From an optimization exercise on the open Yosys and OpenROAD flow, aimed at small area, a short achievable clock period and few clock cycles per item; shortcuts taken in it are not production practice.
Power and IR drop assume default switching activity.

red:
Design mat_ops_controller, start of the top module:
module mat_ops_controller #(
	parameter DATA_LEN = 8,
	parameter N = 8,
	parameter ADDRESS_SIZE = 4
)
(
	input                         i_clk,
	input                         i_rstn,
	input   [DATA_LEN*N-1:0]      i_read_data_A,
	output  [ADDRESS_SIZE-1:0]    o_address_A,
	output                        o_wr_en_A,
	output  [DATA_LEN*N-1:0]      o_write_data_A,
	input   [DATA_LEN*N-1:0]      i_read_data_B,
	output  [ADDRESS_SIZE-1:0]    o_address_B,
	output                        o_wr_en_B,
	output  [DATA_LEN*N-1:0]      o_write_data_B,
	output                        o_done
);
For scale: about 1300 cells after synthesis, about 250 flip-flops, about 270 I/O pins, about 0.014 mm² of cells after synthesis.
==> module mat_ops_controller, before the edit <==
module mat_ops_controller #(
	parameter DATA_LEN = 8,
	parameter N = 8,
	parameter ADDRESS_SIZE = 4
)
(
	input                         i_clk,
	input                         i_rstn,
	input   [DATA_LEN*N-1:0]      i_read_data_A,
	output  [ADDRESS_SIZE-1:0]    o_address_A,
	output                        o_wr_en_A,
	output  [DATA_LEN*N-1:0]      o_write_data_A,
	input   [DATA_LEN*N-1:0]      i_read_data_B,
	output  [ADDRESS_SIZE-1:0]    o_address_B,
	output                        o_wr_en_B,
	output  [DATA_LEN*N-1:0]      o_write_data_B,
	output                        o_done
);
	reg        idle;
	reg        P;
	reg  [8:0] S;
	reg  [2:0] T;
	reg  [2:0] r;
	reg  [2:0] wrow;      
	reg        pa0;       
	wire start = (i_read_data_A[7:0] == 8'd1);
	wire go    = idle && pa0 && start;
	wire r0    = (r == 3'd0);
	wire r7    = (r == 3'd7);
	wire [8:0] S_n;
	assign S_n[0] = P || (go && addr_a[3]) || (S[8] && !r7);
	assign S_n[1] = S[0];
	assign S_n[2] = S[1] && !r0;
	assign S_n[3] = (S[1] && r0) || S[2];
	assign S_n[8:4] = S[7:3];
	wire [2:0] T_n = {T[1:0], S[8] && r7};
	wire       idle_n = (idle && !go) || T[2];
	wire [2:0] r_n    = S[8] ? r + 3'd1 : r;
	wire [2:0] wrow_n = S[8] ? r : wrow;
	wire       wb_n   = S_n[2] || T_n[2];
	wire [2:0] k_n    = {S_n[5] | S_n[6] | S_n[7] | S_n[8],
	                     S_n[3] | S_n[4] | S_n[7] | S_n[8],
	                     S_n[1] | S_n[4] | S_n[6] | S_n[8]};
	wire       ra_n   = go || (|S_n[7:0]) || (S_n[8] && !r7) || T[2];
	wire [2:0] rowa_n = S_n[8] ? r_n + 3'd1 : r_n;
	reg  [3:0] addr_a;
	reg  [3:0] addr_b;
	reg        wr_b;
	reg        done;
	reg        v0;
	reg        f0;
	always @(posedge i_clk, negedge i_rstn) begin
		if (!i_rstn) begin
			idle   <= 1'b1;
			P      <= 1'b0;
			pa0    <= 1'b1;
			S      <= 9'd0;
			T      <= 3'd0;
			r      <= 3'd0;
			wrow   <= 3'd0;
			addr_a <= 4'd0;
			addr_b <= 4'd0;
			wr_b   <= 1'b0;
			done   <= 1'b0;
		end else begin
			idle   <= idle_n;
			P      <= go && !addr_a[3];
			pa0    <= !addr_a[3];
			S      <= S_n;
			T      <= T_n;
			r      <= r_n;
			wrow   <= wrow_n;
			addr_a <= ra_n ? {1'b1, rowa_n} : 4'd0;
			addr_b <= wb_n ? {1'b1, wrow_n} : {1'b0, k_n};
			wr_b   <= wb_n;
			done   <= T_n[2];
		end
	end
	wire [2:0] k0 = addr_b[2:0];
	reg        h0;
	always @(posedge i_clk) begin
		v0 <= (|S_n) && !S_n[2];
		f0 <= S_n[0];
		h0 <= (|S_n) && !wb_n && (k_n == 3'd0);
	end
	reg                  f1;
	reg  [11:0]          a2, a2n;
	reg                  f2, keep2;
	reg                  h1, h2, hkeep2;
	wire [7:0]           a1 = i_read_data_A[8*k0 +: 8];
	wire [11:0]          a1_enc;
	genvar m;
	generate
		for (m = 0; m < 4; m = m + 1) begin : BOOTH
			wire hi = a1[2*m+1];
			wire md = a1[2*m];
			wire lo = (m == 0) ? 1'b0 : a1[2*m-1];
			assign a1_enc[3*m]   = hi;
			assign a1_enc[3*m+1] = md ^ lo;
			assign a1_enc[3*m+2] = (hi & ~md & ~lo) | (~hi & md & lo);
		end
	endgenerate
	wire [63:0]          acc;
	always @(posedge i_clk) begin
		f1    <= f0;
		f2    <= f1;
		keep2 <= !f1;
		h1    <= h0;
		h2    <= h1;
		hkeep2 <= !h1;
		a2    <= v0 ? a1_enc : 12'd0;
		a2n   <= v0 ? ~a1_enc : 12'hfff;
	end
	genvar j;
	generate
		for (j = 0; j < N; j = j + 1) begin : LANE
			mac_lane #(.KEEP_LOW((j / 2) % 2), .A_LOW(j < N/2 ? 0 : 1)) u_lane (
				.i_clk (i_clk),
				.a     (j < N/2 ? a2 : a2n),
				.b     (i_read_data_B[8*j +: 8]),
				.first (j < 2 ? f2 : j < 4 ? keep2 : j < 6 ? h2 : hkeep2),
				.acc   (acc[8*j +: 8])
			);
		end
	endgenerate
	assign o_address_A    = addr_a;
	assign o_wr_en_A      = done;
	assign o_write_data_A = {(DATA_LEN*N){1'b0}};
	assign o_address_B    = addr_b;
	assign o_wr_en_B      = wr_b;
	assign o_write_data_B = acc;
	assign o_done         = done;
endmodule
Settings: LEC_CHECK=0, CAP_MARGIN=20, CORE_MARGIN=2, CORE_UTILIZATION=40, CTS_BUF_LIST=sky130_fd_sc_hd__clkbuf_4 sky130_fd_sc_hd__clkbuf_8 sky130_fd_sc_hd__clkbuf_16, CTS_CLUSTER_DIAMETER=60, CTS_CLUSTER_SIZE=30, PLACE_DENSITY=0.6, SETUP_SLACK_MARGIN=2.5, SLEW_MARGIN=20; clock period 5.0 ns.
standard.sh (not shown) runs the stock make flow with config.mk's settings and CLKGATE_MAP_FILE= SYNTH_SCRIPT=/design/flow/synth_recipe.tcl, a recipe that flattens the netlist after the stock synthesis.
==> flow/flow/run.sh <==
#!/bin/bash
# The standard layout (the standard.sh, standard synthesis unchanged) with
# the port buffers made from the smallest buffer cell instead of the
# clock-delay buffer that buffer_ports picks by default.
set -euo pipefail
bash standard.sh BUFFER_PORTS_ARGS="-buffer_cell sky130_fd_sc_hd__buf_1" finish > make_finish.log 2>&1
Relative to red, the following input files were edited for blue:
diff --git a/flow/design.v b/flow/design.v
--- a/flow/design.v
+++ b/flow/design.v
@@ -77,18 +77,15 @@
 			done   <= T_n[2];
 		end
 	end
 	wire [2:0] k0 = addr_b[2:0];
-	reg        h0;
 	always @(posedge i_clk) begin
 		v0 <= (|S_n) && !S_n[2];
 		f0 <= S_n[0];
-		h0 <= (|S_n) && !wb_n && (k_n == 3'd0);
 	end
 	reg                  f1;
 	reg  [11:0]          a2, a2n;
 	reg                  f2, keep2;
-	reg                  h1, h2, hkeep2;
 	wire [7:0]           a1 = i_read_data_A[8*k0 +: 8];
 	wire [11:0]          a1_enc;
 	genvar m;
 	generate
@@ -105,22 +102,19 @@
 	always @(posedge i_clk) begin
 		f1    <= f0;
 		f2    <= f1;
 		keep2 <= !f1;
-		h1    <= h0;
-		h2    <= h1;
-		hkeep2 <= !h1;
 		a2    <= v0 ? a1_enc : 12'd0;
 		a2n   <= v0 ? ~a1_enc : 12'hfff;
 	end
 	genvar j;
 	generate
 		for (j = 0; j < N; j = j + 1) begin : LANE
-			mac_lane #(.KEEP_LOW((j / 2) % 2), .A_LOW(j < N/2 ? 0 : 1)) u_lane (
+			mac_lane #(.KEEP_LOW(j < N/2 ? 0 : 1), .A_LOW(j < N/2 ? 0 : 1)) u_lane (
 				.i_clk (i_clk),
 				.a     (j < N/2 ? a2 : a2n),
 				.b     (i_read_data_B[8*j +: 8]),
-				.first (j < 2 ? f2 : j < 4 ? keep2 : j < 6 ? h2 : hkeep2),
+				.first (j < N/2 ? f2 : keep2),
 				.acc   (acc[8*j +: 8])
 			);
 		end
 	endgenerate
--- outcome ---
Looking at red and blue, the leakage power of the design is a wash. Changes observed in blue relative to red: global-route wire length before repair now larger; via total after detailed routing comparable; non-clock buffer count now larger; internal power component now larger. Comparing red against blue, there is no change at all in count of hold buffers inserted by post-cts repair. Utilization: red and blue compared, higher one is blue. Relative to red, the number of sequential cells in the layout measured on blue has decreased slightly. The ratio of final minimum period to clock period in blue was higher than what red gave. Compared with red, blue degrades clock period minus final worst setup slack.
Function was not checked in any run of this note: the RTL went through the layout flow alone.


mat_ops_controller, a different RTL version from the one above (not shown whole).
Size: ~310 flip-flops.
==> flow/config.mk <==
export PLATFORM = sky130hd
export DESIGN_NAME = mat_ops_controller
export DESIGN_NICKNAME = mat_ops_controller
export VERILOG_FILES = /design/flow/design.v
export SDC_FILE = /design/flow/constraint.sdc
export NUM_CORES = 4
export LEC_CHECK = 0
export CAP_MARGIN = 20
export CORE_MARGIN = 2
export CORE_UTILIZATION = 40
export PLACE_DENSITY = 0.6
export SETUP_SLACK_MARGIN = 2.5
export SLEW_MARGIN = 20
==> flow/constraint.sdc <==
create_clock -name core_clock -period 5.0 [get_ports {i_clk}]
set_input_delay 1.0000 -clock core_clock [delete_from_list [all_inputs] [get_ports {i_clk}]]
set_output_delay 1.0000 -clock core_clock [all_outputs]
set_load 0.01 [all_outputs]
Scripts as last shown in full above: flow/flow/run.sh
Then changed:
--- a/flow/design.v
+++ b/flow/design.v
@@ -71,87 +71,76 @@
 			done   <= T_n[3];
 		end
 	end
 	wire [2:0] k0 = addr_b[2:0];
 	always @(posedge i_clk) begin
 		v0 <= run_n && !S_n[3];
 		f0 <= S_n[0];
 	end
 	reg                  v1;
 	reg  [2:0]           k1;
 	reg                  f1;
 	reg                  f2;
-	reg  [11:0]          a2, a2r;
-	reg                  f3, keep3;
+	reg  [11:0]          a2;       
 	wire [7:0]           a1 = i_read_data_A[8*k1 +: 8];
 	wire [11:0]          a1_enc;
 	genvar m;
 	generate
 		for (m = 0; m < 4; m = m + 1) begin : BOOTH
 			wire hi = a1[2*m+1];
 			wire md = a1[2*m];
 			wire lo = (m == 0) ? 1'b0 : a1[2*m-1];
 			assign a1_enc[3*m]   = hi;
 			assign a1_enc[3*m+1] = md ^ lo;
 			assign a1_enc[3*m+2] = (hi & ~md & ~lo) | (~hi & md & lo);
 		end
 	endgenerate
 	reg  [63:0]          b2;
 	wire [63:0]          acc;
 	always @(posedge i_clk) begin
 		v1 <= v0;
 		k1 <= k0;
 		f1 <= f0;
 		f2 <= f1;
-		f3 <= f2;
-		keep3 <= !f2;
 		a2 <= v1 ? a1_enc : 12'd0;
 		b2 <= i_read_data_B;
-	end
-	always @(posedge i_clk, negedge i_rstn) begin
-		if (!i_rstn) begin
-			a2r <= 12'd0;
-		end else begin
-			a2r <= v1 ? a1_enc : 12'd0;
-		end
 	end
 	genvar j;
 	generate
 		for (j = 0; j < N; j = j + 1) begin : LANE
-			mac_lane #(.KEEP_LOW(j < N/2 ? 0 : 1)) u_lane (
+			mac_lane u_lane (
 				.i_clk (i_clk),
-				.a     (j < N/2 ? a2 : a2r),
+				.a     (a2),
 				.b     (b2[8*j +: 8]),
-				.first (j < N/2 ? f3 : keep3),
+				.first (f2),
 				.acc   (acc[8*j +: 8])
 			);
 		end
 	endgenerate
 	assign o_address_A    = addr_a;
 	assign o_wr_en_A      = done;
 	assign o_write_data_A = {(DATA_LEN*N){1'b0}};
 	assign o_address_B    = addr_b;
 	assign o_wr_en_B      = wr_b;
 	assign o_write_data_B = acc;
 	assign o_done         = done;
 endmodule
-module mac_lane #(
-	parameter KEEP_LOW = 0    
-) (
+module mac_lane (
 	input            i_clk,
 	input      [11:0] a,
 	input      [7:0] b,
 	input            first,
 	output reg [7:0] acc
 );
+	reg              first_q;
 	wire [14:0] d;
 	reg  [14:0] q;
 	wire neg0 = a[0];
 	wire one0 = a[1];
 	wire two0 = a[2];
 	wire neg1 = a[3];
 	wire one1 = a[4];
 	wire two1 = a[5];
 	wire neg2 = a[6];
 	wire one2 = a[7];
 	wire two2 = a[8];
 	wire neg3 = a[9];
@@ -193,19 +182,20 @@
 	assign d[3] = (one1 & b[0]);
 	assign d[4] = (((one0 & b[2]) | (two0 & b[1])) ^ neg0);
 	assign d[5] = (((one1 & b[1]) | (two1 & b[0])) ^ neg1);
 	assign d[6] = t1;
 	assign d[7] = t2;
 	assign d[8] = t3;
 	assign d[9] = t5;
 	assign d[10] = t7;
 	assign d[11] = t8;
 	assign d[12] = t11;
 	assign d[13] = t12;
 	assign d[14] = t15;
-	always @(posedge i_clk)
-		q <= d;
-	wire first_q = first;
-	wire [7:0] g = (KEEP_LOW ? !first_q : first_q) ? 8'd0 : acc;
+	always @(posedge i_clk) begin
+		q       <= d;
+		first_q <= first;
+	end
+	wire [7:0] g = first_q ? 8'd0 : acc;
 	always @(posedge i_clk)
 		acc <= g + {q[13] , q[11] , q[9] , q[7] , q[5] , q[3] , q[1] , q[0]} + {q[14] , q[12] , q[10] , q[8] , q[6] , q[4] , q[2] , 1'b0};
 endmodule
Effect:
- The changed run went through all stages and came out clean
- utilization is lower by 0.11 points
- wire length is higher by about 1.1%
- register-to-register slack gets better by 40 ps
- count of clock-buffer cells in the layout is lower by 7
- global-route usage stays flat
- combinational power is about the same
- worst setup slack gets better by 36 ps
- synthesized cell count is about the same
No run of this note included a check of the RTL's function; only the layout flow was run.

-- re-timing with driven ports --
How much do the figures lean on ideal ports? The routed layouts below were timed once more, with nothing changed but the port constraints.
Step 1 (the two cells are an assumption about what drives the block):
set clk [get_ports {i_clk}]
set_driving_cell -lib_cell sky130_fd_sc_hd__clkbuf_16 $clk
set_driving_cell -lib_cell sky130_fd_sc_hd__buf_2 [delete_from_list [all_inputs] $clk]
Step 2, shift: input delay + t, output delay - t, t = (earliest + latest rising clock arrival at the registers) / 2. This alone moves slack from input paths to output paths.
Three values: no drivers, after step 1, after step 2; two values: the first two.
run | t, ns | slack for setup (ns) | hold WS [ns] | worst data-port slew with drivers (ns)
red | 0.570 | 2.617 / 2.566 / 2.318 | 0.331 / 0.331 / 0.331 | 0.07
blue | 0.575 | 2.547 / 2.547 / 2.346 | 0.332 / 0.332 / 0.332 | 0.07
the first run of note 2 | 0.568 | 2.461 / 2.461 / 2.311 | 0.328 / 0.328 / 0.328 | 0.05
the second run of note 2 | 0.564 | 2.497 / 2.497 / 2.478 | 0.328 / 0.328 / 0.328 | 0.08
After both steps every run listed still meets setup and hold. For red, which loses most, drivers alone change the setup slack by -0.051 ns; drivers and shift together by -0.299 ns.
